Source: an optimization exercise on an open RTL-to-GDS flow (aim: small area, a short achievable clock period and few clock cycles). Production flows keep margins and buffers that such runs may drop. RTL that was checked went through simulation tests only; none was proved equivalent to the original. Only the layout flow was run in runs 3 to 5; the RTL was not checked for function there. Power is estimated from default activity; no workload was simulated.

--- design.v ---
module neural(input  logic clk, reset, run_inference,
              output logic ready,
              output logic [9:0] RAM_address,
              output logic [7:0] RAM_wd,
              output logic RAM_we,
              input  logic [7:0] RAM_rd);
  localparam logic [2:0] K_NONE = 3'd0, K_ZERO = 3'd1, K_NS = 3'd2, K_SH = 3'd3,
                         K_IN = 3'd4, K_MAC = 3'd5;
  localparam logic [2:0] S_IDLE = 3'd0, S_INP = 3'd1, S_NODE = 3'd2,
                         S_SWITCH = 3'd3, S_DONE = 3'd4, S_WE = 3'd5;
  logic [2:0]  st;
  logic [1:0]  hc;             
  logic [2:0]  dk, pk, rk, mk;
  logic        vmac;
  logic [3:0]  icnt;           
  logic [3:0]  A;              
  logic [4:0]  B;              
  logic [4:0]  Bn;             
  logic [2:0]  Lr;             
  logic [2:0]  s;              
  logic [9:0]  colbase;        
  logic [9:0]  nxtP;           
  logic        rb;             
  logic [4:0]  nj;             
  logic        ph;             
  logic [14:0] abv;            
  logic        shpend;         
  logic        nspend;         
  logic        nsdone;         
  logic [3:0]  wc0, wc1;       
  logic [4:0]  dr;             
  logic        dbias, dfin, dlast, drb, doutl, dendl;
  logic [3:0]  pr, rr;
  logic        pbias, pfin, plast, prb, poutl, pendl;
  logic        rbias, rfin, rlast, rrb, routl, rendl;
  logic        mbias, mlast, mrb, moutl, mendl;
  logic        vlast, vrb, voutl, vendl;
  logic [7:0]  X [0:14];
  logic [6:0]  Y [0:14];
  logic signed [7:0]  wq, xq;
  logic signed [18:0] acc;
  wire  signed [15:0] prod = wq * xq;
  logic [3:0]  sh;
  logic signed [7:0] mx;
  logic [3:0]  idx;
  logic [3:0]  wcr;
  logic [14:0] nz, known, amask, me, cnd, low, rest;
  logic [3:0]  lowk;
  logic        lowknown;
  always_comb begin
    wcr = rb ? wc1 : wc0;
    known = 15'(~(16'hffff << wcr));       
    amask = 15'(~(16'hffff << A));         
    for (int k = 0; k < 15; k++) begin
      nz[k]    = rb ? (Y[k] != 7'd0) : (X[k] != 8'd0);
      me[k]    = amask[k] & (~known[k] | nz[k]);
    end
    cnd  = ph ? (me & abv) : me;
    low  = cnd & (~cnd + 15'd1);
    rest = cnd & ~low;
    lowk = 4'd0;
    for (int k = 0; k < 15; k++) if (low[k]) lowk = lowk | 4'(k);
    lowknown = |(low & known);
  end
  wire hidden  = (s < Lr - 3'd1);
  wire shneed  = shpend && hidden;
  wire lastnode = (nj == B);    
  logic [2:0]  n_st, n_dk;
  logic [3:0]  n_icnt, n_A, n_wc0, n_wc1;
  logic [4:0]  n_B, n_nj, n_dr;
  logic [2:0]  n_s;
  logic [9:0]  n_colbase;
  logic        n_rb, n_ph, n_shpend, n_nspend, n_nsdone;
  logic [14:0] n_abv;
  logic        n_dbias, n_dfin, n_dlast, n_drb, n_doutl, n_dendl;
  logic        n_ready, n_we;
  logic [9:0]  n_addr;
  logic [7:0]  n_wd;
  logic [22:0] ae;
  logic [14:0] a1;
  logic [10:0] a2;
  logic [8:0]  a3;
  logic [7:0]  r8;
  logic        ovf;
  logic [15:0] shm;
  logic signed [7:0] y8;
  logic [6:0]  y7;
  always_comb begin
    ae = {{4{acc[18]}}, acc};
    for (int i = 0; i < 15; i++) a1[i] = sh[3] ? ae[i+8] : ae[i];
    for (int i = 0; i < 11; i++) a2[i] = sh[2] ? a1[i+4] : a1[i];
    for (int i = 0; i < 9; i++)  a3[i] = sh[1] ? a2[i+2] : a2[i];
    for (int i = 0; i < 8; i++)  r8[i] = sh[0] ? a3[i+1] : a3[i];
    shm = 16'hffff << sh;                  
    ovf = |((acc[17:7] ^ {11{acc[18]}}) & shm[10:0]);
    y8 = ovf ? (acc[18] ? 8'sh80 : 8'sh7f) : r8;
    y7 = acc[18] ? 7'd0 : (ovf ? 7'h7f : r8[6:0]);
  end
  wire [3:0] vj = vrb ? wc0 : wc1;
  wire ge = (y8 >= mx);
  wire signed [7:0] mx_n = ge ? y8 : mx;
  wire [3:0] idx_n = ge ? vj : idx;
  wire vdo = vmac && vlast;
  always_comb begin
    n_st = st; n_dk = K_NONE; n_icnt = icnt; n_A = A; n_B = B; n_s = s;
    n_nj = nj; n_dr = {1'b0, lowk}; n_colbase = colbase; n_rb = rb; n_ph = ph;
    n_shpend = shpend; n_nspend = nspend; n_nsdone = nsdone; n_abv = abv;
    n_wc0 = wc0; n_wc1 = wc1;
    n_dbias = 1'b0; n_dfin = 1'b0; n_dlast = 1'b0; n_drb = rb; n_doutl = ~hidden;
    n_dendl = 1'b0;
    n_ready = ready; n_we = 1'b0; n_addr = RAM_address;
    n_wd = {4'd0, (mx_n == -8'sd128) ? 4'd15 : idx_n};
    case (st)
      S_IDLE: if (run_inference) begin
        n_dk = K_ZERO; n_st = S_INP; n_icnt = 4'd0; n_wc0 = 4'd0; n_nsdone = 1'b0;
        n_s = 3'd1; n_rb = 1'b0; n_wc1 = 4'd0; n_nj = 5'd0; n_ph = 1'b0; n_shpend = 1'b1;
        n_ready = 1'b0; n_addr = 10'd1;
      end
      S_INP: begin
        if (!nsdone && icnt == 4'd1) begin
          n_dk = K_NS; n_nspend = 1'b1; n_nsdone = 1'b1;
        end else if (icnt == 4'd0 || icnt < A) begin
          n_dk = K_IN; n_dr = {1'b0, icnt}; n_icnt = icnt + 4'd1;
          if (nsdone && icnt + 4'd1 == A) n_st = S_NODE;
        end else n_st = S_NODE;
      end
      S_NODE: begin
        if (s == 3'd1 && nj == 5'd0) n_colbase = {7'd0, Lr} + 10'd2;
        if (shneed && nj == 5'd0) begin
          n_dk = K_SH; n_dr = {1'b0, A} + 5'd1; n_shpend = 1'b0;
        end else if (!ph) begin
          n_dk = K_MAC; n_dr = {1'b0, A}; n_dbias = 1'b1; n_dlast = (cnd == 15'd0);
          n_dendl = (nj + 5'd1 == B);
          if (nj != 5'd0) n_colbase = colbase + 10'd1;
          n_nj = nj + 5'd1;
          n_abv = 15'h7fff;
          if (cnd == 15'd0) begin
            if (nj + 5'd1 == B) n_st = hidden ? S_SWITCH : S_DONE;
          end else n_ph = 1'b1;
        end else if (cnd == 15'd0) begin
          n_dk = K_MAC; n_dfin = 1'b1; n_dlast = 1'b1; n_dendl = lastnode; n_ph = 1'b0;
          if (lastnode) n_st = hidden ? S_SWITCH : S_DONE;
        end else if (lowknown) begin
          n_dk = K_MAC; n_dr = {1'b0, lowk}; n_dlast = (rest == 15'd0);
          n_dendl = lastnode && (rest == 15'd0);
          n_abv = rest;
          if (rest == 15'd0) begin
            n_ph = 1'b0;
            if (lastnode) n_st = hidden ? S_SWITCH : S_DONE;
          end
        end
      end
      S_SWITCH: if (!nspend) begin
        n_s = s + 3'd1; n_A = B[3:0]; n_B = Bn; n_rb = ~rb; n_nj = 5'd0; n_ph = 1'b0;
        n_colbase = nxtP;
        if (rb) n_wc1 = 4'd0; else n_wc0 = 4'd0;
        n_st = S_NODE;
        if (s + 3'd2 < Lr) begin    
          n_dk = K_NS; n_nspend = 1'b1; n_shpend = 1'b1;
        end else begin
          n_shpend = 1'b0;
          n_dk = K_MAC; n_dr = {1'b0, B[3:0]}; n_dbias = 1'b1; n_drb = ~rb; n_doutl = 1'b1;
          n_dendl = (Bn == 5'd1);
          n_nj = 5'd1; n_ph = 1'b1; n_abv = 15'h7fff;
        end
      end
      S_WE: begin
        n_ready = 1'b1; n_addr = 10'd2; n_st = S_IDLE;
      end
      default: ;
    endcase
    case (dk)
      K_ZERO: n_addr = 10'd0;
      K_NS:   n_addr = {7'd0, s} + 10'd2;
      K_IN:   n_addr = {8'(dr[3:0] - 4'd3), 2'b11};
      K_MAC, K_SH: n_addr = colbase + 10'(dr * B);
      default: ;
    endcase
    if (rk == K_IN) n_wc0 = n_wc0 + 4'd1;
    if (vdo) begin
      if (vrb) n_wc0 = wc0 + 4'd1; else n_wc1 = wc1 + 4'd1;
      if (voutl && vendl) begin
        n_we = 1'b1; n_addr = 10'd1023;
        n_st = S_WE;
      end
    end
  end
  always_ff @(posedge clk or posedge reset) begin
    if (reset) begin
      st <= S_IDLE; hc <= 2'd0; dk <= K_NONE; pk <= K_NONE; rk <= K_NONE; mk <= K_NONE;
      vmac <= 1'b0; ready <= 1'b1; RAM_we <= 1'b0; RAM_address <= 10'd2;
    end else begin
      st <= n_st; dk <= n_dk; pk <= dk; rk <= pk; mk <= rk; vmac <= (mk == K_MAC);
      hc <= (st == S_IDLE && run_inference) ? 2'd1 : (hc == 2'd0) ? 2'd0 : hc + 2'd1;
      ready <= n_ready; RAM_we <= n_we; RAM_address <= n_addr;
    end
  end
  always_ff @(posedge clk) begin
    icnt <= n_icnt; A <= n_A; B <= n_B; s <= n_s; nj <= n_nj; dr <= n_dr;
    colbase <= n_colbase; rb <= n_rb; ph <= n_ph; shpend <= n_shpend;
    nspend <= n_nspend; nsdone <= n_nsdone; abv <= n_abv; wc0 <= n_wc0; wc1 <= n_wc1;
    RAM_wd <= n_wd;
    dbias <= n_dbias; dfin <= n_dfin; dlast <= n_dlast; drb <= n_drb; doutl <= n_doutl;
    dendl <= n_dendl;
    pr <= dr[3:0]; pbias <= dbias; pfin <= dfin; plast <= dlast; prb <= drb;
    poutl <= doutl; pendl <= dendl;
    if (dk == K_SH) nxtP <= colbase + 10'(dr * B) + 10'd1;
    rr <= pr; rbias <= pbias; rfin <= pfin; rlast <= plast; rrb <= prb;
    routl <= poutl; rendl <= pendl;
    case (hc)
      2'd1: B <= RAM_rd[4:0];
      2'd2: A <= RAM_rd[3:0];
      2'd3: Lr <= RAM_rd[2:0];
      default: ;
    endcase
    if (rk == K_NS) begin nspend <= 1'b0; Bn <= RAM_rd[4:0]; end
    wq <= RAM_rd;
    xq <= rbias ? 8'sd5 : (rfin || rk != K_MAC) ? 8'sd0 : (rrb ? {1'b0, Y[rr]} : X[rr]);
    mbias <= rbias && rk == K_MAC; mlast <= rlast; mrb <= rrb; moutl <= routl; mendl <= rendl;
    acc <= (mbias ? 19'sd0 : acc) + prod;
    if (mk == K_SH || (mk == K_NS && Lr == 3'd2)) sh <= wq[3:0];
    vlast <= mlast; vrb <= mrb; voutl <= moutl; vendl <= mendl;
    if (vdo && voutl) begin mx <= mx_n; idx <= idx_n; end
    if (st == S_IDLE) begin mx <= -8'sd128; idx <= 4'd0; end
  end
  wire inw = (rk == K_IN);
  wire hw  = vdo && !voutl;
  wire [7:0] xwd = inw ? RAM_rd : {1'b0, y7};
  always_ff @(posedge clk) begin
    for (int k = 0; k < 15; k++) begin
      if ((inw || (hw && vrb)) && wc0 == 4'(k)) X[k] <= xwd;
      if (hw && !vrb && wc1 == 4'(k)) Y[k] <= y7;
    end
  end
endmodule
--- run.sh ---
#!/bin/bash
# synth_recipe.tcl (not shown) runs the flow's synth.tcl, then flattens the netlist and writes it again
# the make line also repeats each setting of config.mk as NAME=value (left out here)
make -C /OpenROAD-flow-scripts/flow DESIGN_CONFIG=/design/flow/config.mk WORK_HOME=/design/flow/orfs CLKGATE_MAP_FILE= SYNTH_SCRIPT=/design/flow/synth_recipe.tcl finish
--- config.mk ---
export PLATFORM = sky130hd
export DESIGN_NAME = neural
export DESIGN_NICKNAME = neural
export VERILOG_FILES = /design/flow/design.v
export SDC_FILE = /design/flow/constraint.sdc
export NUM_CORES = 4
export LEC_CHECK = 0
export CAP_MARGIN = 20
export CORE_MARGIN = 2
export CORE_UTILIZATION = 40
export SLEW_MARGIN = 20
--- constraint.sdc ---
create_clock -name core_clock -period 20.0 [get_ports {clk}]
set_input_delay 4.0000 -clock core_clock [delete_from_list [all_inputs] [get_ports {clk}]]
set_output_delay 4.0000 -clock core_clock [all_outputs]
set_load 0.01 [all_outputs]
==> flow_summary.json, run 1 <==
{
  "status": "no timing/DRC/antenna violations",
  "yosysWarningCount": 3,
  "drc": 0,
  "wl_per_cell_um": 23.7,
  "period_minus_slack_ns": 5.92,
  "fmax_ghz": 0.169,
  "num_antenna_cells": 0,
  "path_clk_slew_ns": 0.07,
  "synth_area_mm2": 0.0236,
  "end_kind": "flip-flop",
  "post-cts-setup-buffers": 0,
  "place.gp.congestion": 0.923,
  "sw_frac_of_total_pct": 41.2,
  "cts_hold_buf": 0,
  "num-fill-cells": 5370,
  "synth_edf_count": 297,
  "cts-resized-gates": 0,
  "slew_violations": 0,
  "cts_sinks": 427,
  "critPathMaxFanout": 12,
  "power.share.clock_pct": 20.5,
  "grt_pass1_vias": 17100,
  "maxCapViolCount": 0,
  "drive_above_1_share_pct": 8.57,
  "start_util_pct": 40.2,
  "antenna_found_initial": 0,
  "tns_ns": 0,
  "grt_usage_pct": 22.8,
  "grt_max_degree": 55,
  "regArea_mm2": 0.0117,
  "die-width_um": 247,
  "synth_seq_cells": 427,
  "pin_count": 31,
  "worstMarginPinSlew_ns": 1.19,
  "p_comb_share_pct": 47.2,
  "p_int_uw": 2610,
  "first_iter_violations": 1955,
  "worstSetupPathType": "flip-flop to flip-flop",
  "place_ws_ns": 13.58,
  "die-area_mm2": 0.0609,
  "utilization_pct": 45.0,
  "arrival_ns": 6.44,
  "nNetsFinal": 2304,
  "skew_ns": 0.0188,
  "yosysTopAreaCellShare_pct": 37.8,
  "clockBufferDepth": 3,
  "multi_input_area_mm2": 0.0111,
  "period_share_pct": 29.6,
  "numCtsBuffers": 47,
  "worstPathRequired_ns": 20.52,
  "cellLeakagePower_uw": 0.00994,
  "grt-ovfl-total": 0,
  "synth.area.top_cells": "edfxtp_1 38%, fa_1 8.6%, dfxtp_1 8.5%",
  "routed_wl_mm": 68.6,
  "rows": 89,
  "crit_path_start_kind": "flip-flop",
  "finalHoldViolations": 0,
  "port_buffers": 26,
  "setup_ws_ns": 14.08,
  "yosysSeqAreaShare_pct": 49.5,
  "synth_top_flop_cell": "edfxtp_1",
  "root_buffer": "clkbuf_16",
  "yosysTopAreaCell": "edfxtp_1",
  "async_reset_ff_share_pct": 7.03,
  "dp_hpwl_mm": 50.8,
  "num_vias": 16900,
  "worstHoldPathType": "flip-flop to flip-flop",
  "postSynthCellCount": 2059,
  "ir_drop_mv": 0.0987,
  "ant_nets": 0,
  "setup_violations": 0,
  "p_per_area_mw_per_mm2": 168,
  "p_seq_share_pct": 32.3,
  "cts_tree": "yes",
  "area.growth.synth_to_final_pct": 11.9,
  "die_h_um": 247,
  "avgViaCountPerCell": 5.85,
  "avgSynthCellArea_um2": 11.5,
  "core_mm2": 0.0587,
  "clock_latency_ns": 0.60,
  "drt-pass1-iter-count": 7,
  "maxSlewHeadroom_pct": 19.3,
  "cts_max_level": 2,
  "rsz0062_at_grt": "false",
  "ys_types": 88,
  "p_switching_uw": 1830,
  "grt_pass1_wl_mm": 105
}
[critical path, stage by stage, from the launching register on]
cell      delay [ns]
dfxtp_1         0.52
and2_1          0.69
fa_1            0.56
fa_1            0.49
fa_1            0.56
fa_1            0.43
fa_1            0.44
ha_1            0.33
a21oi_1         0.23
o21bai_1        0.09
a21oi_1         0.22
o21bai_1        0.09
a21oi_1         0.22
o21ai_0         0.16
o41ai_1         0.43
o21bai_1        0.10
a21oi_1         0.18
xnor2_1         0.13
[cell usage after synthesis (all sizes together) (11+ instances only)]
cell type	n
nand2	172
a222oi	18
a221oi	17
clkbuf	62
nand4	20
ha	107
buf	18
o211ai	11
a21oi	79
a21o	15
nor3	39
dfrtp	28
xnor2	40
nor4b	12
mux2i	26
nand3	59
and3	18
nor2b	34
edfxtp	297
o21ai	58
o221ai	19
xor2	22
nand2b	35
a22oi	53
mux2	25
nor2	135
a22o	20
inv	148
o21bai	11
fa	101
dfxtp	100
nor4	35
and2	67
[area by class of cell]
cell class,instances,area share [%]
clock buffers,60,5.12
multi-input cells,1407,42.0
inverters,148,2.11
repair buffers,54,1.78
well taps,773,3.67
clock inverters,28,1.08
flip-flops and latches,427,44.2
[logic make-up (layout without fill, tap and decap cells)]
kind of cell	after synthesis	after routing	synth area share, %
AND/OR/NAND/NOR	673	673	14.8
flip-flops	427	427	49.5
AO/OA/AOI/OAI	397	397	12.0
buffers and inverters	228	290	3.82
adder cells (fa/ha/maj)	210	210	14.3
XOR/XNOR	62	62	2.30
multiplexers	61	61	3.25
other	1	4	0.0159
[state kept, by name, indices dropped and copies added (netlist names), 5 cells and up]
name and flops:
Y 105, xq 8, X 120, nj 5, mx 8, nxtP 10
Bn 5, wq 8, acc 19, colbase 10, abv 15, dr 5
B 5, RAM_address 10
[power groups by stage]
stage                     clock network, µW  logic, µW  registers (µW)
after floorplan                           0       1540            1350
after global placement                    0       2040            1440
after detailed placement                  0       2060            1450
after CTS                               924       2080            1430
after global routing                    957       2350            1450
final                                   911       2090            1430
[path summary, 6_finish.rpt]
path                                  startpoint                  endpoint  slack [ns]  cells past startpoint
worst min register to register     pendl$_DFF_P_             rendl$_DFF_P_        0.33                      0
worst max-delay path            xq[0]$_SDFF_PP1_           acc[18]$_DFF_P_       14.08                     17
max in group asynchronous                  reset  RAM_address[1]$_DFF_PP1_       15.88                      3
min in group asynchronous                  reset  RAM_address[8]$_DFF_PP0_        3.80                      3
worst min-delay path               pendl$_DFF_P_             rendl$_DFF_P_        0.33                      0
worst max register to register  xq[0]$_SDFF_PP1_           acc[18]$_DFF_P_       14.08                     17
[layout by cell type, fill, tap and decap left out, types with 12 or more instances in the layout]
cell type        instances
a21o_1                  15
a21oi_1                 79
a221oi_1                17
a222oi_1                18
a22o_1                  20
a22oi_1                 53
and2_1                  67
and3_1                  18
buf_4                   28
clkbuf_16               52
clkdlybuf4s50_1         26
dfrtp_1                 28
dfxtp_1                100
edfxtp_1               297
fa_1                   101
ha_1                   107
inv_1                  146
mux2_2                  24
mux2i_1                 26
nand2_1                170
nand2b_1                35
nand3_1                 59
nand4_1                 19
nor2_1                 130
nor2b_1                 31
nor3_1                  29
nor4_1                  34
nor4b_1                 12
o21ai_0                 49
o221ai_1                18
xnor2_1                 40
xor2_1                  22
[stage by stage]
stage          instances  power, µW  area (µm²)  hold slack, ns
2_1_floorplan       2062       2890       23600           0.310
3_3_place_gp        2809       3480       24700           0.310
3_5_place_dp        2809       3510       24700           0.312
4_1_cts             2897       4440       26400           0.321
5_1_grt             2897       4760       26400           0.332
6_report            2897       4440       26400           0.327
[per-layer routing]
layer / share of wire, % / GRT usage [%] / up-vias
li1: - / - / 7593
met1: 43 / 32.0 / 8458
met2: 45 / 35.3 / 757
met3: 7.9 / 3.71 / 131
met4: 4.1 / 9.18 / 0
met5: 0 / 0 / -
Testbench counts, summed over its fixed seeds: cycles 32,526.
==> inputs of run 2 (changes only) <==
--- a/design.v
+++ b/design.v
@@ -34,12 +34,20 @@
   logic        pbias, pfin, plast, prb, poutl, pendl;
   logic        rbias, rfin, rlast, rrb, routl, rendl;
   logic        mbias, mlast, mrb, moutl, mendl;
+  logic        cbias, clast, crb, coutl, cendl;
+  logic [2:0]  ck;
   logic        vlast, vrb, voutl, vendl;
   logic [7:0]  X [0:14];
   logic [6:0]  Y [0:14];
   logic signed [7:0]  wq, xq;
   logic signed [18:0] acc;
-  wire  signed [15:0] prod = wq * xq;
+  logic [15:0] pp [0:7];
+  logic signed [15:0] pq;
+  always_comb
+    for (int i = 0; i < 8; i++) begin
+      pp[i] = '0;
+      for (int j = 0; j < 8; j++) pp[i][i+j] = (wq[j] & xq[i]) ^ ((i == 7) ^ (j == 7));
+    end
   logic [3:0]  sh;
   logic signed [7:0] mx;
   logic [3:0]  idx;
@@ -109,12 +117,14 @@
     n_dbias = 1'b0; n_dfin = 1'b0; n_dlast = 1'b0; n_drb = rb; n_doutl = ~hidden;
     n_dendl = 1'b0;
     n_ready = ready; n_we = 1'b0; n_addr = RAM_address;
-    n_wd = {4'd0, (mx_n == -8'sd128) ? 4'd15 : idx_n};
+    n_wd = {4'd0, (mx == -8'sd128 && y8 == -8'sd128) ? 4'd15 : idx_n};
     case (st)
-      S_IDLE: if (run_inference) begin
-        n_dk = K_ZERO; n_st = S_INP; n_icnt = 4'd0; n_wc0 = 4'd0; n_nsdone = 1'b0;
+      S_IDLE: begin
+        n_icnt = 4'd0; n_wc0 = 4'd0; n_nsdone = 1'b0;
         n_s = 3'd1; n_rb = 1'b0; n_wc1 = 4'd0; n_nj = 5'd0; n_ph = 1'b0; n_shpend = 1'b1;
-        n_ready = 1'b0; n_addr = 10'd1;
+        if (run_inference) begin
+          n_dk = K_ZERO; n_st = S_INP; n_ready = 1'b0; n_addr = 10'd1;
+        end
       end
       S_INP: begin
         if (!nsdone && icnt == 4'd1) begin
@@ -188,9 +198,10 @@
   always_ff @(posedge clk or posedge reset) begin
     if (reset) begin
       st <= S_IDLE; hc <= 2'd0; dk <= K_NONE; pk <= K_NONE; rk <= K_NONE; mk <= K_NONE;
+      ck <= K_NONE;
       vmac <= 1'b0; ready <= 1'b1; RAM_we <= 1'b0; RAM_address <= 10'd2;
     end else begin
-      st <= n_st; dk <= n_dk; pk <= dk; rk <= pk; mk <= rk; vmac <= (mk == K_MAC);
+      st <= n_st; dk <= n_dk; pk <= dk; rk <= pk; mk <= rk; ck <= mk; vmac <= (ck == K_MAC);
       hc <= (st == S_IDLE && run_inference) ? 2'd1 : (hc == 2'd0) ? 2'd0 : hc + 2'd1;
       ready <= n_ready; RAM_we <= n_we; RAM_address <= n_addr;
     end
@@ -215,11 +226,14 @@
     endcase
     if (rk == K_NS) begin nspend <= 1'b0; Bn <= RAM_rd[4:0]; end
     wq <= RAM_rd;
-    xq <= rbias ? 8'sd5 : (rfin || rk != K_MAC) ? 8'sd0 : (rrb ? {1'b0, Y[rr]} : X[rr]);
+    xq <= rbias ? 8'sd5 : (rk == K_SH || rk == K_NS) ? 8'sd1 : (rfin || rk != K_MAC) ? 8'sd0 :
+          (rrb ? {1'b0, Y[rr]} : X[rr]);
     mbias <= rbias && rk == K_MAC; mlast <= rlast; mrb <= rrb; moutl <= routl; mendl <= rendl;
-    acc <= (mbias ? 19'sd0 : acc) + prod;
-    if (mk == K_SH || (mk == K_NS && Lr == 3'd2)) sh <= wq[3:0];
-    vlast <= mlast; vrb <= mrb; voutl <= moutl; vendl <= mendl;
+    pq <= pp[0] + pp[1] + pp[2] + pp[3] + pp[4] + pp[5] + pp[6] + pp[7] + 16'h8100;
+    cbias <= mbias; clast <= mlast; crb <= mrb; coutl <= moutl; cendl <= mendl;
+    acc <= (cbias ? 19'sd0 : acc) + 19'(pq);
+    if (ck == K_SH || (ck == K_NS && Lr == 3'd2)) sh <= pq[3:0];
+    vlast <= clast; vrb <= crb; voutl <= coutl; vendl <= cendl;
     if (vdo && voutl) begin mx <= mx_n; idx <= idx_n; end
     if (st == S_IDLE) begin mx <= -8'sd128; idx <= 4'd0; end
   end
==> flow/run.sh (new file) <==
#!/bin/bash
# The standard layout, with faster port buffers than buffer_ports picks by default.
set -euo pipefail
export BUFFER_PORTS_ARGS="-buffer_cell sky130_fd_sc_hd__buf_4"
bash standard.sh > make_finish.log 2>&1
==> standard.sh (new file) <==
#!/bin/bash
# synth_recipe.tcl (not shown) runs the flow's synth.tcl, then flattens the netlist and writes it again
# the make line also repeats each setting of config.mk as NAME=value (left out here)
make -C /OpenROAD-flow-scripts/flow DESIGN_CONFIG=/design/flow/config.mk WORK_HOME=/design/flow/orfs CLKGATE_MAP_FILE= SYNTH_SCRIPT=/design/flow/synth_recipe.tcl "${@:-finish}"
removed: run.sh
==> run 2 against run 1 <==
First-iteration DRC count decreased by 2.0%. Non-clock buffer count increased by 5. Hold slack got worse by 0.0063 ns. Core utilization increased by 0.37 points. Cell area is 0.68% lower. Combinational power down 12%. Largest power group unchanged.
==> flow_summary.json, run 2 <==
{
  "cts-resized-gates": 0,
  "cellLeakagePower_uw": 0.00992,
  "top_layer_used": "met4",
  "port_buffers": 26,
  "avgViaCountPerCell": 5.87,
  "routed_wl_mm": 67.3,
  "ir_drop_mv": 0.204,
  "yosysWarningCount": 4,
  "synth_seq_cells": 451,
  "period_minus_slack_ns": 5.47,
  "synth_fa_ha_area_share_pct": 10.8,
  "grt_max_degree": 55,
  "regMostFlops": "X",
  "yosysSeqAreaShare_pct": 51.9,
  "rr_worst_depth": 20,
  "dp_hpwl_mm": 49.7,
  "top_regs": "X x120, Y x105, acc x19",
  "path_depth": 20,
  "synth_area_mm2": 0.0234,
  "worstHoldPathType": "flip-flop to flip-flop",
  "synth_top_flop_cell": "edfxtp_1",
  "grt-ovfl-total": 0,
  "core_mm2": 0.0578,
  "synthTopCellsByCount": "297 x edfxtp_1, 199 x nand2_1, 185 x nor2_1, 121 x dfxtp_1, 117 x inv_1",
  "nNetsFinal": 2333,
  "slew_violations": 0,
  "die-area_mm2": 0.0605,
  "path_clk_slew_ns": 0.06,
  "rows": 88,
  "synth_top_family_by_area": "simple AND/OR/NAND/NOR gates",
  "synth-simple-area-share_pct": 16.2,
  "cp_common_cell": "a21o_1",
  "slowest_delay_ns": 0.99,
  "worstSetupPathType": "flip-flop to flip-flop",
  "yosys-mux-area-fraction_pct": 2.49,
  "worstPathRequired_ns": 20.47,
  "worstMarginPinSlew_ns": 1.13,
  "yosysTopAreaCell": "edfxtp_1",
  "num-fill-cells": 5347,
  "maxSlewHeadroom_pct": 24.5,
  "yosysTopAreaCellShare_pct": 38.1,
  "synth_edf_count": 297,
  "first_iter_violations": 1916,
  "ant_nets": 0,
  "critPathSlowestCell": "dfxtp_1",
  "critPathMaxFanout": 31,
  "path_cells": "and4_1, mux2i_1, a22oi_1, a32oi_1, a21oi_1, nor2b_1, nor2_1, inv_1, ha_1, nand2b_1, a21o_1, a21o_1, a21o_1, a21o_1, a21oi_1, nor2b_1, o221ai_1, buf_4, mux2i_1, nand2_1",
  "finalHoldViolations": 0,
  "final_cell_mix": "297 x edfxtp_1, 199 x nand2_1, 179 x nor2_1, 121 x dfxtp_1, 117 x inv_1",
  "worst-path-buf-inv": 2,
  "tns_ns": 0,
  "synthXorXnorAreaFrac_pct": 2.50,
  "wl_met1_mm": 28.6,
  "drive_above_1_share_pct": 8.93,
  "place.gp.congestion": 0.941,
  "async_reset_ff_share_pct": 7.32,
  "maxCapViolCount": 0,
  "start_util_pct": 40.5,
  "fmax_ghz": 0.183,
  "regArea_mm2": 0.0122,
  "min-delay-start": "crb$_DFF_P_",
  "arrival_ns": 5.94,
  "synth.area.top_cells": "edfxtp_1 38%, dfxtp_1 10%, ha_1 6.0%",
  "skew_ns": 0.0320,
  "routed-wl-met3_mm": 5.35,
  "synth_most_common_cell": "edfxtp_1",
  "crit_path_start_kind": "flip-flop",
  "status": "no timing/DRC/antenna violations",
  "layout_commonest_cell": "edfxtp_1",
  "period_share_pct": 27.4,
  "num_antenna_cells": 0,
  "cts_hold_buf": 0,
  "area.growth.synth_to_final_pct": 11.8,
  "avgSynthCellArea_um2": 11.0,
  "postSynthCellCount": 2124,
  "cts_max_level": 2,
  "largest_reg_flops": 120,
  "pin_count": 31,
  "drt-pass1-iter-count": 7,
  "p_per_area_mw_per_mm2": 164,
  "r2r_start": "acc[18]$_DFF_P_",
  "grt_pass1_wl_mm": 104,
  "critPathTopFamily": "compound AO/OA/AOI/OAI gates",
  "end_kind": "flip-flop",
  "die-width_um": 246,
  "cts_sinks": 451,
  "synth_compound_area_share_pct": 12.6,
  "holdPathStages": 0,
  "root_buffer": "clkbuf_16",
  "grt_pass1_vias": 17200,
  "die_h_um": 246,
  "grt_usage_pct": 22.4,
  "cts_tree": "yes",
  "wl_met2_mm": 31.0,
  "wl_per_cell_um": 22.7,
  "drc": 0,
  "clockBufferDepth": 3,
  "rsz0062_at_grt": "false",
  "clock_latency_ns": 0.60,
  "setup_violations": 0,
  "startpoint": "acc[18]$_DFF_P_",
  "post-cts-setup-buffers": 0,
  "antenna_found_initial": 0,
  "ys_types": 87,
  "num_vias": 17400,
  "place_area_mm2": 0.0245,
  "numCtsBuffers": 49,
  "final_cell_area_mm2": 0.0262,
  "multi_input_area_mm2": 0.0105
}
run 2: cell types whose count changed after synthesis, sizes merged, moves of 10 or more:
cell and change:
dfxtp +21, nand2 +27, and2 -12, mux4 -10, o21ai +17, fa -45
nor2 +50, nand2b -11, inv -31, nor2b +11
run 2: metrics by stage:
step           power [µW]  worst slack (ns)  utilization [%]  hold slack [ns]  cells
2_1_floorplan        2760             15.28                -            0.310   2127
3_3_place_gp         3280             14.79             42.3            0.310   2867
3_5_place_dp         3330             14.59             42.3            0.312   2867
4_1_cts              4300             14.56             45.3            0.320   2958
5_1_grt              4570             14.00             45.3            0.328   2959
6_report             4290             14.53             45.3            0.321   2959
run 2: cell families (layout without fill, tap and decap cells):
family,Yosys count,after routing
AND/OR/NAND/NOR,763,763
flip-flops,451,451
other,1,4
AO/OA/AOI/OAI,420,420
adder cells (fa/ha/maj),168,168
multiplexers,54,54
buffers and inverters,200,267
XOR/XNOR,67,67
run 2: final cells by class:
class	count	area share, %
flip-flops and latches	451	46.4
multi-input cells	1476	40.0
clock buffers	61	5.17
well taps	765	3.65
repair buffers	59	1.69
inverters	117	1.68
clock inverters	30	1.39
run 2: final timing paths:
kind                                             to  slack, ns
setup / recovery                 mx[7]$_SDFFE_PP1P_      14.53
hold / removal                          vrb$_DFF_P_       0.32
setup reg to reg                 mx[7]$_SDFFE_PP1P_      14.53
hold reg to reg                         vrb$_DFF_P_       0.32
max in group asynchronous  RAM_address[1]$_DFF_PP1_      16.16
min in group asynchronous           mk[0]$_DFF_PP0_       3.50
run 2: routing by layer:
metal  track usage [%]  vias up
li1                  -     7874
met1              30.6     8585
met2              35.8      785
met3              3.43      123
met4              8.20        0
met5                 0        -
run 2: power breakdown:
group | switching (µW) | internal, µW | total (µW)
Clock | 391 | 575 | 966
Combinational | 1120 | 715 | 1840
Sequential | 188 | 1300 | 1490
Testbench counts of run 2, summed over its fixed seeds: cycles 32,920.
==> inputs of run 3 (changes only) <==
--- a/design.v
+++ b/design.v
@@ -105,9 +105,12 @@
     y7 = acc[18] ? 7'd0 : (ovf ? 7'h7f : r8[6:0]);
   end
   wire [3:0] vj = vrb ? wc0 : wc1;
-  wire ge = (y8 >= mx);
-  wire signed [7:0] mx_n = ge ? y8 : mx;
-  wire [3:0] idx_n = ge ? vj : idx;
+  logic signed [7:0] yq;
+  logic [3:0]  wj;
+  logic        wv, wend;
+  wire ge = (yq >= mx);
+  wire signed [7:0] mx_n = ge ? yq : mx;
+  wire [3:0] idx_n = ge ? wj : idx;
   wire vdo = vmac && vlast;
   always_comb begin
     n_st = st; n_dk = K_NONE; n_icnt = icnt; n_A = A; n_B = B; n_s = s;
@@ -117,7 +120,7 @@
     n_dbias = 1'b0; n_dfin = 1'b0; n_dlast = 1'b0; n_drb = rb; n_doutl = ~hidden;
     n_dendl = 1'b0;
     n_ready = ready; n_we = 1'b0; n_addr = RAM_address;
-    n_wd = {4'd0, (mx == -8'sd128 && y8 == -8'sd128) ? 4'd15 : idx_n};
+    n_wd = {4'd0, (mx == -8'sd128 && yq == -8'sd128) ? 4'd15 : idx_n};
     case (st)
       S_IDLE: begin
         n_icnt = 4'd0; n_wc0 = 4'd0; n_nsdone = 1'b0;
@@ -189,19 +192,20 @@
     if (rk == K_IN) n_wc0 = n_wc0 + 4'd1;
     if (vdo) begin
       if (vrb) n_wc0 = wc0 + 4'd1; else n_wc1 = wc1 + 4'd1;
-      if (voutl && vendl) begin
-        n_we = 1'b1; n_addr = 10'd1023;
-        n_st = S_WE;
-      end
+    end
+    if (wend) begin
+      n_we = 1'b1; n_addr = 10'd1023;
+      n_st = S_WE;
     end
   end
   always_ff @(posedge clk or posedge reset) begin
     if (reset) begin
       st <= S_IDLE; hc <= 2'd0; dk <= K_NONE; pk <= K_NONE; rk <= K_NONE; mk <= K_NONE;
-      ck <= K_NONE;
+      ck <= K_NONE; wv <= 1'b0; wend <= 1'b0;
       vmac <= 1'b0; ready <= 1'b1; RAM_we <= 1'b0; RAM_address <= 10'd2;
     end else begin
       st <= n_st; dk <= n_dk; pk <= dk; rk <= pk; mk <= rk; ck <= mk; vmac <= (ck == K_MAC);
+      wv <= vdo && voutl; wend <= vdo && voutl && vendl;
       hc <= (st == S_IDLE && run_inference) ? 2'd1 : (hc == 2'd0) ? 2'd0 : hc + 2'd1;
       ready <= n_ready; RAM_we <= n_we; RAM_address <= n_addr;
     end
@@ -234,7 +238,8 @@
     acc <= (cbias ? 19'sd0 : acc) + 19'(pq);
     if (ck == K_SH || (ck == K_NS && Lr == 3'd2)) sh <= pq[3:0];
     vlast <= clast; vrb <= crb; voutl <= coutl; vendl <= cendl;
-    if (vdo && voutl) begin mx <= mx_n; idx <= idx_n; end
+    yq <= y8; wj <= vj;
+    if (wv) begin mx <= mx_n; idx <= idx_n; end
     if (st == S_IDLE) begin mx <= -8'sd128; idx <= 4'd0; end
   end
   wire inw = (rk == K_IN);
==> run 3 against run 2 <==
Area after synthesis rose by 2.7%. Clock skew fell by 0.0013 ns. Clock-buffer cell count fell by 4. Non-clock buffer count fell by 11. Critical path type is now flip-flop to output port.
==> flow_summary.json, run 3 <==
{
  "status": "no timing/DRC/antenna violations",
  "path_cells": "buf_4",
  "critPathMaxFanout": 3,
  "yosysTopAreaCell": "edfxtp_1",
  "synth_most_common_cell": "edfxtp_1",
  "die_h_um": 249,
  "worstMarginPinSlew_ns": 1.20,
  "fin_total_pwr_uw": 4530,
  "regMostFlops": "X",
  "clock_latency_ns": 0.61,
  "avgViaCountPerCell": 5.93,
  "ant_nets": 0,
  "postSynthCellCount": 2138,
  "final_cell_mix": "297 x edfxtp_1, 189 x nand2_1, 159 x nor2_1, 133 x dfxtp_1, 133 x inv_1",
  "grt_usage_pct": 22.2,
  "grt_pass1_vias": 17300,
  "yosysWarningCount": 4,
  "maxSlewHeadroom_pct": 19.8,
  "layout_commonest_cell": "edfxtp_1",
  "period_share_pct": 26.3,
  "area.growth.synth_to_final_pct": 11.5,
  "avgSynthCellArea_um2": 11.3,
  "worstHoldPathType": "flip-flop to flip-flop",
  "cts-resized-gates": 0,
  "arrival_ns": 1.26,
  "top_regs": "X x120, Y x105, acc x19",
  "async_reset_ff_share_pct": 7.53,
  "cts_tree": "yes",
  "worstSetupPathType": "flip-flop to output port",
  "die-width_um": 249,
  "wl_per_cell_um": 23.5,
  "crit_path_start_kind": "flip-flop",
  "cts_max_level": 2,
  "p_per_area_mw_per_mm2": 169,
  "first_iter_violations": 2007,
  "numCtsBuffers": 50,
  "tns_ns": 0,
  "slowest_delay_ns": 0.54,
  "nNetsFinal": 2329,
  "synth_seq_cells": 465,
  "setup_violations": 0,
  "rsz0062_at_grt": "false",
  "critPathTopFamily": "flip-flops",
  "synth.area.top_cells": "edfxtp_1 37%, dfxtp_1 11%, ha_1 5.8%",
  "synth_top_flop_cell": "edfxtp_1",
  "pin_count": 31,
  "place.gp.congestion": 0.942,
  "drt-pass1-iter-count": 7,
  "num_vias": 17600,
  "period_minus_slack_ns": 5.26,
  "cts_sinks": 465,
  "finalHoldViolations": 0,
  "core_mm2": 0.0592,
  "post-cts-setup-buffers": 0,
  "worst-path-buf-inv": 1,
  "die-area_mm2": 0.0621,
  "yosysSeqAreaShare_pct": 51.8,
  "fmax_ghz": 0.190,
  "synth_edf_count": 297,
  "worstPathRequired_ns": 16.00,
  "maxCapViolCount": 0,
  "utilization_pct": 45.3,
  "drc": 0,
  "synthTopCellsByCount": "297 x edfxtp_1, 189 x nand2_1, 166 x nor2_1, 133 x dfxtp_1, 133 x inv_1",
  "slew_violations": 0,
  "cellLeakagePower_uw": 0.0101,
  "largest_reg_flops": 120,
  "cts_hold_buf": 0,
  "antenna_found_initial": 2,
  "ir_drop_mv": 0.111,
  "dp_hpwl_mm": 50.5,
  "grt_max_degree": 51,
  "skew_ns": 0.0307,
  "port_buffers": 26,
  "yosysTopAreaCellShare_pct": 37.1,
  "path_clk_slew_ns": 0.06,
  "grt_pass1_wl_mm": 106,
  "root_buffer": "clkbuf_16",
  "routed_wl_mm": 69.6,
  "drive_above_1_share_pct": 10.7,
  "clockBufferDepth": 3,
  "start_util_pct": 40.6,
  "end_kind": "output port",
  "ys_types": 100,
  "grt-ovfl-total": 0,
  "critPathSlowestCell": "dfstp_2",
  "synth_area_mm2": 0.0241,
  "rows": 89
}
## run 3: cells by family after synthesis
logic type / Yosys count / share of synthesized area [%]
AND/OR/NAND/NOR: 742 / 15.9
flip-flops: 465 / 51.8
AO/OA/AOI/OAI: 414 / 12.7
buffers and inverters: 225 / 3.86
adder cells (fa/ha/maj): 168 / 10.5
XOR/XNOR: 65 / 2.37
multiplexers: 58 / 2.83
other: 1 / 0.0156
## run 3: layout make-up
type / instances / area, µm²
fillers: 5428 / 32400
flip-flops and latches: 465 / 12500
multi-input cells: 1451 / 10800
clock buffers: 57 / 1350
well taps: 773 / 967
inverters: 134 / 503
clock inverters: 37 / 437
repair buffers: 48 / 360
diodes: 1 / 2.50
## run 3: worst register-to-register path, cell delays in order (launching register included)
cell and delay [ns]:
dfxtp_1 0.47, nand2_1 0.13, fa_1 0.52, fa_1 0.54, inv_1 0.06, fa_1 0.47, ha_1 0.30, ha_1 0.23
fa_1 0.42, a21oi_1 0.16, nor2_1 0.05, nor2_1 0.14, o21bai_1 0.08, a21oi_1 0.22, nor2b_1 0.08, o21a_1 0.17
nor2_1 0.15, o21bai_1 0.09, a21oi_1 0.18, xnor2_1 0.13
## run 3: stage by stage
stage / instance area (µm²) / instances / setup WS, ns / hold WS (ns)
global placement: 25000 / 2871 / 14.62 / 0.310
detailed placement: 25000 / 2871 / 14.52 / 0.312
finish: 26800 / 2966 / 14.74 / 0.305
floorplan: 24100 / 2141 / 14.61 / 0.310
global route: 26800 / 2965 / 14.70 / 0.310
CTS: 26800 / 2965 / 14.70 / 0.303
## run 3: worst paths after layout
check	slack (ns)	end	from	cells past startpoint
worst max register to register	15.34	pq[15]$_DFF_P_	wq[5]$_DFF_P_	19
worst max-delay path	14.74	ready	ready$_DFFE_PP1P_	1
worst min register to register	0.30	vendl$_DFF_P_	cendl$_DFF_P_	0
max in group asynchronous	16.14	ready$_DFFE_PP1P_	reset	3
min in group asynchronous	3.49	RAM_address[6]$_DFFE_PP0P_	reset	3
worst min-delay path	0.30	vendl$_DFF_P_	cendl$_DFF_P_	0
## run 3: report_power, final
part           internal, µW  total, µW  switching [µW]  leakage [µW]
Clock                   594        998             404      0.000858
Combinational           767       1950            1190       0.00503
Sequential             1350       1570             221       0.00424
## run 3: metal layers
| metal | vias up | global-route usage, % | part of all wire [%] |
|---|---|---|---|
| met4 | 0 | 9.31 | 4.3 |
| met2 | 825 | 35.3 | 45 |
| met5 | - | 0 | 0 |
| met3 | 181 | 4.51 | 8.5 |
| li1 | 7877 | - | - |
| met1 | 8694 | 29.5 | 42 |
==> inputs of run 4 (changes only) <==
--- a/design.v
+++ b/design.v
@@ -4,15 +4,15 @@
               output logic [7:0] RAM_wd,
               output logic RAM_we,
               input  logic [7:0] RAM_rd);
-  localparam logic [2:0] K_NONE = 3'd0, K_ZERO = 3'd1, K_NS = 3'd2, K_SH = 3'd3,
+  localparam logic [2:0] K_NONE = 3'd0, K_TWO = 3'd1, K_NS = 3'd2, K_SH = 3'd3,
                          K_IN = 3'd4, K_MAC = 3'd5;
   localparam logic [2:0] S_IDLE = 3'd0, S_INP = 3'd1, S_NODE = 3'd2,
                          S_SWITCH = 3'd3, S_DONE = 3'd4, S_WE = 3'd5;
   logic [2:0]  st;
+  logic        busy;           
   logic [1:0]  hc;             
   logic [2:0]  dk, pk, rk, mk;
   logic        vmac;
-  logic [3:0]  icnt;           
   logic [3:0]  A;              
   logic [4:0]  B;              
   logic [4:0]  Bn;             
@@ -23,7 +23,8 @@
   logic        rb;             
   logic [4:0]  nj;             
   logic        ph;             
-  logic [14:0] abv;            
+  logic [3:0]  pos;            
+  logic        rowd;           
   logic        shpend;         
   logic        nspend;         
   logic        nsdone;         
@@ -52,7 +53,7 @@
   logic signed [7:0] mx;
   logic [3:0]  idx;
   logic [3:0]  wcr;
-  logic [14:0] nz, known, amask, me, cnd, low, rest;
+  logic [14:0] nz, known, amask, me, above, cnd, low, rest;
   logic [3:0]  lowk;
   logic        lowknown;
   always_comb begin
@@ -63,25 +64,28 @@
       nz[k]    = rb ? (Y[k] != 7'd0) : (X[k] != 8'd0);
       me[k]    = amask[k] & (~known[k] | nz[k]);
     end
-    cnd  = ph ? (me & abv) : me;
+    above = rowd ? 15'(16'hfffe << pos) : 15'h7fff;    
+    cnd  = ph ? (me & above) : me;
     low  = cnd & (~cnd + 15'd1);
     rest = cnd & ~low;
     lowk = 4'd0;
     for (int k = 0; k < 15; k++) if (low[k]) lowk = lowk | 4'(k);
     lowknown = |(low & known);
   end
+  assign ready = ~busy;
   wire hidden  = (s < Lr - 3'd1);
   wire shneed  = shpend && hidden;
   wire lastnode = (nj == B);    
   logic [2:0]  n_st, n_dk;
-  logic [3:0]  n_icnt, n_A, n_wc0, n_wc1;
+  logic [3:0]  n_A, n_wc0, n_wc1;
   logic [4:0]  n_B, n_nj, n_dr;
   logic [2:0]  n_s;
   logic [9:0]  n_colbase;
   logic        n_rb, n_ph, n_shpend, n_nspend, n_nsdone;
-  logic [14:0] n_abv;
+  logic [3:0]  n_pos;
+  logic        n_rowd;
   logic        n_dbias, n_dfin, n_dlast, n_drb, n_doutl, n_dendl;
-  logic        n_ready, n_we;
+  logic        n_busy, n_we;
   logic [9:0]  n_addr;
   logic [7:0]  n_wd;
   logic [22:0] ae;
@@ -113,29 +117,29 @@
   wire [3:0] idx_n = ge ? wj : idx;
   wire vdo = vmac && vlast;
   always_comb begin
-    n_st = st; n_dk = K_NONE; n_icnt = icnt; n_A = A; n_B = B; n_s = s;
+    n_st = st; n_dk = K_NONE; n_A = A; n_B = B; n_s = s;
     n_nj = nj; n_dr = {1'b0, lowk}; n_colbase = colbase; n_rb = rb; n_ph = ph;
-    n_shpend = shpend; n_nspend = nspend; n_nsdone = nsdone; n_abv = abv;
+    n_shpend = shpend; n_nspend = nspend; n_nsdone = nsdone; n_pos = pos; n_rowd = rowd;
     n_wc0 = wc0; n_wc1 = wc1;
     n_dbias = 1'b0; n_dfin = 1'b0; n_dlast = 1'b0; n_drb = rb; n_doutl = ~hidden;
     n_dendl = 1'b0;
-    n_ready = ready; n_we = 1'b0; n_addr = RAM_address;
+    n_busy = busy; n_we = 1'b0; n_addr = RAM_address;
     n_wd = {4'd0, (mx == -8'sd128 && yq == -8'sd128) ? 4'd15 : idx_n};
     case (st)
       S_IDLE: begin
-        n_icnt = 4'd0; n_wc0 = 4'd0; n_nsdone = 1'b0;
+        n_wc0 = 4'd0; n_nsdone = 1'b0;
         n_s = 3'd1; n_rb = 1'b0; n_wc1 = 4'd0; n_nj = 5'd0; n_ph = 1'b0; n_shpend = 1'b1;
         if (run_inference) begin
-          n_dk = K_ZERO; n_st = S_INP; n_ready = 1'b0; n_addr = 10'd1;
+          n_dk = K_TWO; n_st = S_INP; n_busy = 1'b1; n_addr = 10'd1;
         end
       end
       S_INP: begin
-        if (!nsdone && icnt == 4'd1) begin
+        if (!nsdone && nj == 5'd1) begin
           n_dk = K_NS; n_nspend = 1'b1; n_nsdone = 1'b1;
-        end else if (icnt == 4'd0 || icnt < A) begin
-          n_dk = K_IN; n_dr = {1'b0, icnt}; n_icnt = icnt + 4'd1;
-          if (nsdone && icnt + 4'd1 == A) n_st = S_NODE;
-        end else n_st = S_NODE;
+        end else if (nj == 5'd0 || nj[3:0] < A) begin
+          n_dk = K_IN; n_dr = nj; n_nj = nj + 5'd1;
+          if (nsdone && nj[3:0] + 4'd1 == A) begin n_st = S_NODE; n_nj = 5'd0; end
+        end else begin n_st = S_NODE; n_nj = 5'd0; end
       end
       S_NODE: begin
         if (s == 3'd1 && nj == 5'd0) n_colbase = {7'd0, Lr} + 10'd2;
@@ -146,7 +150,7 @@
           n_dendl = (nj + 5'd1 == B);
           if (nj != 5'd0) n_colbase = colbase + 10'd1;
           n_nj = nj + 5'd1;
-          n_abv = 15'h7fff;
+          n_rowd = 1'b0;
           if (cnd == 15'd0) begin
             if (nj + 5'd1 == B) n_st = hidden ? S_SWITCH : S_DONE;
           end else n_ph = 1'b1;
@@ -156,7 +160,7 @@
         end else if (lowknown) begin
           n_dk = K_MAC; n_dr = {1'b0, lowk}; n_dlast = (rest == 15'd0);
           n_dendl = lastnode && (rest == 15'd0);
-          n_abv = rest;
+          n_pos = lowk; n_rowd = 1'b1;
           if (rest == 15'd0) begin
             n_ph = 1'b0;
             if (lastnode) n_st = hidden ? S_SWITCH : S_DONE;
@@ -174,16 +178,16 @@
           n_shpend = 1'b0;
           n_dk = K_MAC; n_dr = {1'b0, B[3:0]}; n_dbias = 1'b1; n_drb = ~rb; n_doutl = 1'b1;
           n_dendl = (Bn == 5'd1);
-          n_nj = 5'd1; n_ph = 1'b1; n_abv = 15'h7fff;
+          n_nj = 5'd1; n_ph = 1'b1; n_rowd = 1'b0;
         end
       end
       S_WE: begin
-        n_ready = 1'b1; n_addr = 10'd2; n_st = S_IDLE;
+        n_busy = 1'b0; n_addr = 10'd0; n_st = S_IDLE;
       end
       default: ;
     endcase
     case (dk)
-      K_ZERO: n_addr = 10'd0;
+      K_TWO:  n_addr = 10'd2;
       K_NS:   n_addr = {7'd0, s} + 10'd2;
       K_IN:   n_addr = {8'(dr[3:0] - 4'd3), 2'b11};
       K_MAC, K_SH: n_addr = colbase + 10'(dr * B);
@@ -202,18 +206,18 @@
     if (reset) begin
       st <= S_IDLE; hc <= 2'd0; dk <= K_NONE; pk <= K_NONE; rk <= K_NONE; mk <= K_NONE;
       ck <= K_NONE; wv <= 1'b0; wend <= 1'b0;
-      vmac <= 1'b0; ready <= 1'b1; RAM_we <= 1'b0; RAM_address <= 10'd2;
+      vmac <= 1'b0; busy <= 1'b0; RAM_we <= 1'b0; RAM_address <= 10'd0;
     end else begin
       st <= n_st; dk <= n_dk; pk <= dk; rk <= pk; mk <= rk; ck <= mk; vmac <= (ck == K_MAC);
       wv <= vdo && voutl; wend <= vdo && voutl && vendl;
       hc <= (st == S_IDLE && run_inference) ? 2'd1 : (hc == 2'd0) ? 2'd0 : hc + 2'd1;
-      ready <= n_ready; RAM_we <= n_we; RAM_address <= n_addr;
+      busy <= n_busy; RAM_we <= n_we; RAM_address <= n_addr;
     end
   end
   always_ff @(posedge clk) begin
-    icnt <= n_icnt; A <= n_A; B <= n_B; s <= n_s; nj <= n_nj; dr <= n_dr;
+    A <= n_A; B <= n_B; s <= n_s; nj <= n_nj; dr <= n_dr;
     colbase <= n_colbase; rb <= n_rb; ph <= n_ph; shpend <= n_shpend;
-    nspend <= n_nspend; nsdone <= n_nsdone; abv <= n_abv; wc0 <= n_wc0; wc1 <= n_wc1;
+    nspend <= n_nspend; nsdone <= n_nsdone; pos <= n_pos; rowd <= n_rowd; wc0 <= n_wc0; wc1 <= n_wc1;
     RAM_wd <= n_wd;
     dbias <= n_dbias; dfin <= n_dfin; dlast <= n_dlast; drb <= n_drb; doutl <= n_doutl;
     dendl <= n_dendl;
@@ -223,9 +227,9 @@
     rr <= pr; rbias <= pbias; rfin <= pfin; rlast <= plast; rrb <= prb;
     routl <= poutl; rendl <= pendl;
     case (hc)
-      2'd1: B <= RAM_rd[4:0];
+      2'd1: Lr <= RAM_rd[2:0];
       2'd2: A <= RAM_rd[3:0];
-      2'd3: Lr <= RAM_rd[2:0];
+      2'd3: B <= RAM_rd[4:0];
       default: ;
     endcase
     if (rk == K_NS) begin nspend <= 1'b0; Bn <= RAM_rd[4:0]; end
--- a/config.mk
+++ b/config.mk
@@ -7,5 +7,8 @@
 export LEC_CHECK = 0
 export CAP_MARGIN = 20
 export CORE_MARGIN = 2
-export CORE_UTILIZATION = 40
+export CORE_UTILIZATION = 60
+export CTS_BUF_LIST = sky130_fd_sc_hd__clkbuf_8
+export CTS_CLUSTER_DIAMETER = 50
+export CTS_CLUSTER_SIZE = 16
 export SLEW_MARGIN = 20
==> run 4 against run 3 <==
Still clean. Clock-buffer cell count fell by 6. Area after synthesis fell by 3.6%. Sequential cell count fell by 14. Final cell count fell by 11%. Critical path depth did not move. Critical path type unchanged. Largest cell class unchanged. Largest power group is now registers.
==> flow_summary.json, run 4 <==
{
  "status": "no timing/DRC/antenna violations",
  "wl_per_cell_um": 24.3,
  "slew_violations": 0,
  "routed_wl_mm": 64.3,
  "top_regs": "X x120, Y x105, acc x19",
  "yosysWarningCount": 4,
  "critPathMaxFanout": 2,
  "async_reset_ff_share_pct": 7.76,
  "yosysTopAreaCellShare_pct": 36.6,
  "setup_violations": 0,
  "clockBufferDepth": 3,
  "clock_latency_ns": 0.69,
  "pin_count": 31,
  "tns_ns": 0,
  "grt-ovfl-total": 0,
  "skew_ns": 0.0424,
  "path_depth": 1,
  "p_seq_share_pct": 58.4,
  "regArea_mm2": 0.0120,
  "synth_seq_cells": 451,
  "antenna_found_initial": 0,
  "path_cells": "buf_4",
  "largest_reg_flops": 120,
  "path_clk_slew_ns": 0.10,
  "synth.area.top_cells": "edfxtp_1 37%, dfxtp_1 11%, ha_1 5.9%",
  "layout_commonest_cell": "edfxtp_1",
  "p_comb_share_pct": 0.3,
  "cellLeakagePower_uw": 0.00945,
  "worstPathRequired_ns": 16.00,
  "utilization_pct": 65.4,
  "rows": 72,
  "p_switching_uw": 396,
  "drt-pass1-iter-count": 9,
  "power.share.clock_pct": 41.3,
  "yosysTopAreaCell": "edfxtp_1",
  "reg2reg_slack_ns": 15.16,
  "die-area_mm2": 0.0403,
  "first_iter_violations": 2017,
  "numCtsBuffers": 49,
  "sw_frac_of_total_pct": 23.6,
  "num-fill-cells": 3066,
  "drc": 0,
  "period_minus_slack_ns": 5.22,
  "synth_edf_count": 283,
  "yosysSeqAreaShare_pct": 51.9,
  "r2r_start": "wq[5]$_DFF_P_",
  "cts_sinks": 451,
  "num_vias": 17100,
  "maxSlewHeadroom_pct": 16.3,
  "postSynthCellCount": 2074,
  "critPathSlowestCell": "dfrtp_1",
  "multi_input_area_mm2": 0.0105,
  "p_per_area_mw_per_mm2": 66.8,
  "regMostFlops": "X",
  "final_cell_mix": "283 x edfxtp_1, 171 x nor2_1, 167 x nand2_1, 133 x dfxtp_1, 114 x inv_1",
  "cts_tree": "yes",
  "cts_max_level": 2,
  "cts-resized-gates": 0,
  "port_buffers": 26,
  "end_kind": "output port",
  "worstSetupPathType": "flip-flop to output port",
  "area.growth.synth_to_final_pct": 8.12,
  "num_antenna_cells": 0,
  "critPathTopFamily": "flip-flops",
  "core_mm2": 0.0384,
  "nNetsFinal": 2267,
  "root_buffer": "clkbuf_8",
  "avgViaCountPerCell": 6.46,
  "grt_usage_pct": 32.3,
  "dp_hpwl_mm": 47.0,
  "startpoint": "RAM_address[3]$_DFFE_PP0P_",
  "r2r_end": "pq[15]$_DFF_P_",
  "finalHoldViolations": 0,
  "slowest_delay_ns": 0.40,
  "cts_hold_buf": 0,
  "grt_pass1_vias": 16800,
  "ys_types": 98,
  "ir_drop_mv": 0.0651,
  "start_util_pct": 60.5,
  "place.gp.congestion": 0.974,
  "drive_above_1_share_pct": 9.16,
  "synth_top_flop_cell": "edfxtp_1",
  "rsz0062_at_grt": "false",
  "die-width_um": 201,
  "worstMarginPinSlew_ns": 1.24,
  "grt_pass1_wl_mm": 99.0,
  "synth_area_mm2": 0.0232,
  "crit_path_start_kind": "flip-flop",
  "fmax_ghz": 0.191,
  "die_h_um": 201,
  "arrival_ns": 1.22,
  "grt_max_degree": 56,
  "synth_most_common_cell": "edfxtp_1",
  "post-cts-setup-buffers": 0,
  "worst-path-buf-inv": 1,
  "avgSynthCellArea_um2": 11.2,
  "p_int_uw": 1280,
  "worstHoldPathType": "flip-flop to flip-flop",
  "crit_path_end": "RAM_address[3]",
  "period_share_pct": 26.1,
  "rr_worst_depth": 19,
  "maxCapViolCount": 0,
  "ant_nets": 0,
  "synthTopCellsByCount": "283 x edfxtp_1, 181 x nor2_1, 167 x nand2_1, 133 x dfxtp_1, 110 x ha_1"
}
## run 4: cell types whose count changed after synthesis, moves of 14 or more
| cell | delta |
|---|---|
| nor2_1 | +15 |
| nand2_1 | -22 |
| edfxtp_1 | -14 |
| inv_1 | -27 |
## run 4: per-stage QoR
step / setup WS [ns] / cells / area, µm² / hold WS (ns) / power [µW]
3_5_place_dp: 14.54 / 2556 / 23900 / 0.312 / 1010
5_1_grt: 14.72 / 2647 / 25100 / 0.342 / 1720
4_1_cts: 14.74 / 2646 / 25000 / 0.334 / 1680
2_1_floorplan: 14.68 / 2077 / 23200 / 0.310 / 1000
6_report: 14.78 / 2647 / 25100 / 0.329 / 1680
3_3_place_gp: 14.60 / 2556 / 23900 / 0.310 / 1010
## run 4: final cells by class
type	instances	area share, %
Sequential cell	451	48.0
Tap cell	518	2.58
Inverter	107	1.60
Timing Repair Buffer	45	1.35
Multi-Input combinational cell	1436	42.0
Clock inverter	39	1.75
Clock buffer	51	2.80
## run 4: logic make-up (layout without fill, tap and decap cells)
family | count (synthesis) | in the layout | synth area share, %
muxes | 54 | 54 | 2.79
AOI/OAI and AO/OA | 414 | 414 | 12.8
buffers and inverters | 190 | 242 | 3.36
and+or+nand+nor | 731 | 731 | 15.9
other | 1 | 4 | 0.0162
DFF | 451 | 451 | 51.9
xor gates and xnor gates | 66 | 66 | 2.49
adders and majority gates | 167 | 167 | 10.8
## run 4: power groups by stage
stage | clock [µW] | combinational (µW) | sequential [µW]
floorplan | 0 | 2.54 | 1000
global placement | 0 | 5.15 | 1000
detailed placement | 0 | 5.27 | 1000
CTS | 700 | 5.29 | 979
global route | 738 | 5.71 | 980
finish | 693 | 5.16 | 979
## run 4: per-layer routing
metal  vias up  share of wire, %  global-route usage [%]
li1       7702                 -                       -
met1      8380                42                    45.9
met2       879                46                    50.6
met3       146               9.8                    6.83
met4         0               2.7                    9.13
met5         -                 0                       0
## run 4: worst min-delay path by stage
stage,startpoint,endpoint,cells past startpoint
after detailed placement,moutl$_DFF_P_,coutl$_DFF_P_,0
after global routing,mendl$_DFF_P_,cendl$_DFF_P_,0
after floorplan,mbias$_DFF_P_,cbias$_DFF_P_,0
after global placement,mendl$_DFF_P_,cendl$_DFF_P_,0
final,coutl$_DFF_P_,voutl$_DFF_P_,0
after CTS,moutl$_DFF_P_,coutl$_DFF_P_,0
==> inputs of run 5 (changes only) <==
==> config.mk (replaced) <==
export PLATFORM = sky130hd
export DESIGN_NAME = neural
export DESIGN_NICKNAME = neural
export VERILOG_FILES = /design/flow/design.v
export SDC_FILE = /design/flow/constraint.sdc
export NUM_CORES = 4
export LEC_CHECK = 0
export CAP_MARGIN = 20
export CORE_MARGIN = 2
export CORE_UTILIZATION = 40
export CTS_BUF_LIST = sky130_fd_sc_hd__clkbuf_16
export CTS_CLUSTER_DIAMETER = 80
export CTS_CLUSTER_SIZE = 24
export SLEW_MARGIN = 20
==> run 5 against run 4 <==
Still clean on timing, DRC and antenna. First-iteration DRC count is 19% lower. Hold slack worse by 0.015 ns. Cell area is 0.17% lower. Global-route usage is 11 points lower. Clock power is 17% lower. Final cell count is 7.7% higher. Sequential cell count stayed put. Synthesized cell count stayed put. Total power is 7.2% lower. Largest power group unchanged.
==> flow_summary.json, run 5 <==
{
  "fin_total_pwr_uw": 1560,
  "worstPathRequired_ns": 16.00,
  "rows": 88,
  "yosysWarningCount": 4,
  "synth.area.top_cells": "edfxtp_1 37%, dfxtp_1 11%, ha_1 5.9%",
  "skew_ns": 0.0398,
  "async_reset_ff_share_pct": 7.76,
  "ys_types": 98,
  "rsz0062_at_grt": "false",
  "avgViaCountPerCell": 5.86,
  "ir_drop_mv": 0.0892,
  "die-area_mm2": 0.0600,
  "drive_above_1_share_pct": 7.33,
  "cts_sinks": 451,
  "nNetsFinal": 2245,
  "synth_seq_cells": 451,
  "die-width_um": 245,
  "regMostFlops": "X",
  "slowest_delay_ns": 0.38,
  "synth_top_flop_cell": "edfxtp_1",
  "num_vias": 16700,
  "p_comb_share_pct": 0.3,
  "yosysTopAreaCell": "edfxtp_1",
  "p_switching_uw": 330,
  "layout_commonest_cell": "edfxtp_1",
  "postSynthCellCount": 2074,
  "cts_tree": "yes",
  "slew_violations": 0,
  "grt-ovfl-total": 0,
  "period_share_pct": 25.8,
  "numCtsBuffers": 25,
  "pin_count": 31,
  "worstMarginPinSlew_ns": 1.13,
  "num_antenna_cells": 0,
  "yosysSeqAreaShare_pct": 51.9,
  "synth_edf_count": 283,
  "hold-worst-slack_ns": 0.314,
  "period_minus_slack_ns": 5.16,
  "grt_max_degree": 56,
  "die_h_um": 245,
  "first_iter_violations": 1633,
  "yosysTopAreaCellShare_pct": 36.6,
  "status": "no timing/DRC/antenna violations",
  "place.gp.congestion": 0.946,
  "crit_path_start_kind": "flip-flop",
  "drc": 0,
  "cts_hold_buf": 0,
  "end_kind": "output port",
  "fmax_ghz": 0.194,
  "synthTopCellsByCount": "283 x edfxtp_1, 181 x nor2_1, 167 x nand2_1, 133 x dfxtp_1, 110 x ha_1",
  "cts_max_level": 1,
  "post-cts-setup-buffers": 0,
  "top_regs": "X x120, Y x105, acc x19",
  "drt-pass1-iter-count": 6,
  "root_buffer": "clkbuf_16",
  "critPathSlowestCell": "dfrtp_1",
  "synth_area_mm2": 0.0232,
  "sw_frac_of_total_pct": 21.2,
  "finalHoldViolations": 0,
  "p_per_area_mw_per_mm2": 62.1,
  "avgSynthCellArea_um2": 11.2,
  "wl_per_cell_um": 22.5,
  "core_mm2": 0.0575,
  "cellLeakagePower_uw": 0.00929,
  "antenna_found_initial": 0,
  "largest_reg_flops": 120,
  "p_int_uw": 1230,
  "grt_pass1_wl_mm": 97.9,
  "grt_pass1_vias": 16300,
  "setup_violations": 0,
  "clockBufferDepth": 3,
  "clock_latency_ns": 0.61,
  "ant_nets": 0,
  "path_cells": "inv_1, buf_4",
  "maxSlewHeadroom_pct": 24.3,
  "worstSetupPathType": "flip-flop to output port",
  "maxCapViolCount": 0,
  "tns_ns": 0,
  "p_seq_share_pct": 62.9,
  "port_buffers": 26,
  "worstHoldPathType": "flip-flop to flip-flop",
  "arrival_ns": 1.16,
  "power.share.clock_pct": 36.7,
  "grt_usage_pct": 21.2,
  "dp_hpwl_mm": 47.5,
  "critPathMaxFanout": 2,
  "area.growth.synth_to_final_pct": 7.94,
  "path_clk_slew_ns": 0.10,
  "cts-resized-gates": 0,
  "synth_most_common_cell": "edfxtp_1",
  "final_cell_mix": "283 x edfxtp_1, 172 x nor2_1, 167 x nand2_1, 133 x dfxtp_1, 115 x inv_1",
  "routed_wl_mm": 64.1,
  "start_util_pct": 40.4
}
==> run 5: cell type report <==
cell class                 count  area (µm²)
tap                          765         957
fill                        5420       32400
clock inverter                20         151
inverter                     107         402
sequential                   451       12000
clock buffer                  26         651
timing repair buffer          47         353
multi-input combinational   1436       10500
==> run 5: critical path, delay by kind of cell (launching register included) <==
family / cells / cell delay (ns)
buffers and inverters: 2 / 0.19
DFF: 1 / 0.38
==> run 5: cell families after synthesis <==
family                   after synthesis  synth area share (%)
AO/OA/AOI/OAI                        414                  12.8
XOR/XNOR                              66                  2.49
adder cells (fa/ha/maj)              167                  10.8
buffers and inverters                190                  3.36
flip-flops                           451                  51.9
multiplexers                          54                  2.79
other                                  1                0.0162
AND/OR/NAND/NOR                      731                  15.9
==> run 5: routing by layer <==
| metal | share of wire, % | wire length (µm) | global-route usage [%] | up-vias |
|---|---|---|---|---|
| met5 | 0 | 0 | 0 | - |
| met4 | 2.9 | 1850 | 5.90 | 0 |
| li1 | - | - | - | 7639 |
| met1 | 43 | 27500 | 28.8 | 8258 |
| met3 | 7.8 | 5020 | 4.36 | 112 |
| met2 | 46 | 29800 | 34.4 | 700 |
==> run 5: worst paths after layout <==
kind                                  startpoint                    endpoint  slack [ns]  depth (start not counted)
worst max-delay path            busy$_DFFE_PP0P_                       ready       14.84                          2
worst min-delay path               mlast$_DFF_P_               clast$_DFF_P_        0.31                          0
worst max register to register     wq[5]$_DFF_P_              pq[15]$_DFF_P_       15.19                         19
worst min register to register     mlast$_DFF_P_               clast$_DFF_P_        0.31                          0
max in group asynchronous                  reset  RAM_address[9]$_DFFE_PP0P_       16.17                          3
min in group asynchronous                  reset              wend$_DFF_PP0_        3.48                          3
==> run 5: metrics by stage <==
stage,utilization (%),cells,instance area (µm²),setup WS [ns]
after floorplan,-,2077,23200,14.68
after global placement,42.1,2806,24200,14.60
after detailed placement,42.1,2806,24200,14.59
after CTS,43.5,2852,25000,14.82
after global routing,43.6,2852,25100,14.79
final,43.6,2852,25100,14.84
==> run 5: power groups by stage <==
stage	registers, µW	logic [µW]	clock network [µW]
floorplan	1000	2.54	0
global placement	1000	5.26	0
detailed placement	1000	5.33	0
CTS	979	5.34	585
global route	980	5.77	615
finish	979	5.18	572

[afterwards: timing with drivers on the ports]
Ports are ideal in the flow. The routed layouts listed here were re-timed in OpenROAD.
Step 1 (the two cells are an assumption about what drives the block):
set clk [get_ports {clk}]
set_driving_cell -lib_cell sky130_fd_sc_hd__clkbuf_16 $clk
set_driving_cell -lib_cell sky130_fd_sc_hd__buf_2 [delete_from_list [all_inputs] $clk]
Step 2 moves the port delays by t, midway between the first and last clock arrival at a register: inputs arrive t later, outputs are due t later. That takes back most of the time a late clock gives input paths.
Three values: no drivers, after step 1, after step 2; two values: the first two.
run	t, ns	slack for setup (ns)	hold slack, ns	clock arrival spread, ns	cell pins on the clock port's net
run 1	0.649	14.084 / 14.084 / 13.530	0.327 / 0.327 / 0.327	0.021 / 0.020	1
run 2	0.651	14.528 / 14.528 / 14.528	0.321 / 0.321 / 0.321	0.038 / 0.038	1
run 3	0.655	14.744 / 14.685 / 14.548	0.305 / 0.305 / 0.305	0.031 / 0.031	1
run 4	0.726	14.775 / 14.722 / 14.564	0.329 / 0.329 / 0.329	0.043 / 0.043	1
run 5	0.649	14.845 / 14.785 / 14.540	0.314 / 0.314 / 0.314	0.040 / 0.039	1
After both steps every run listed still meets setup and hold. The setup slack of run 1, which loses most, moves by 0.000 ns with the drivers and by -0.554 ns with both steps.
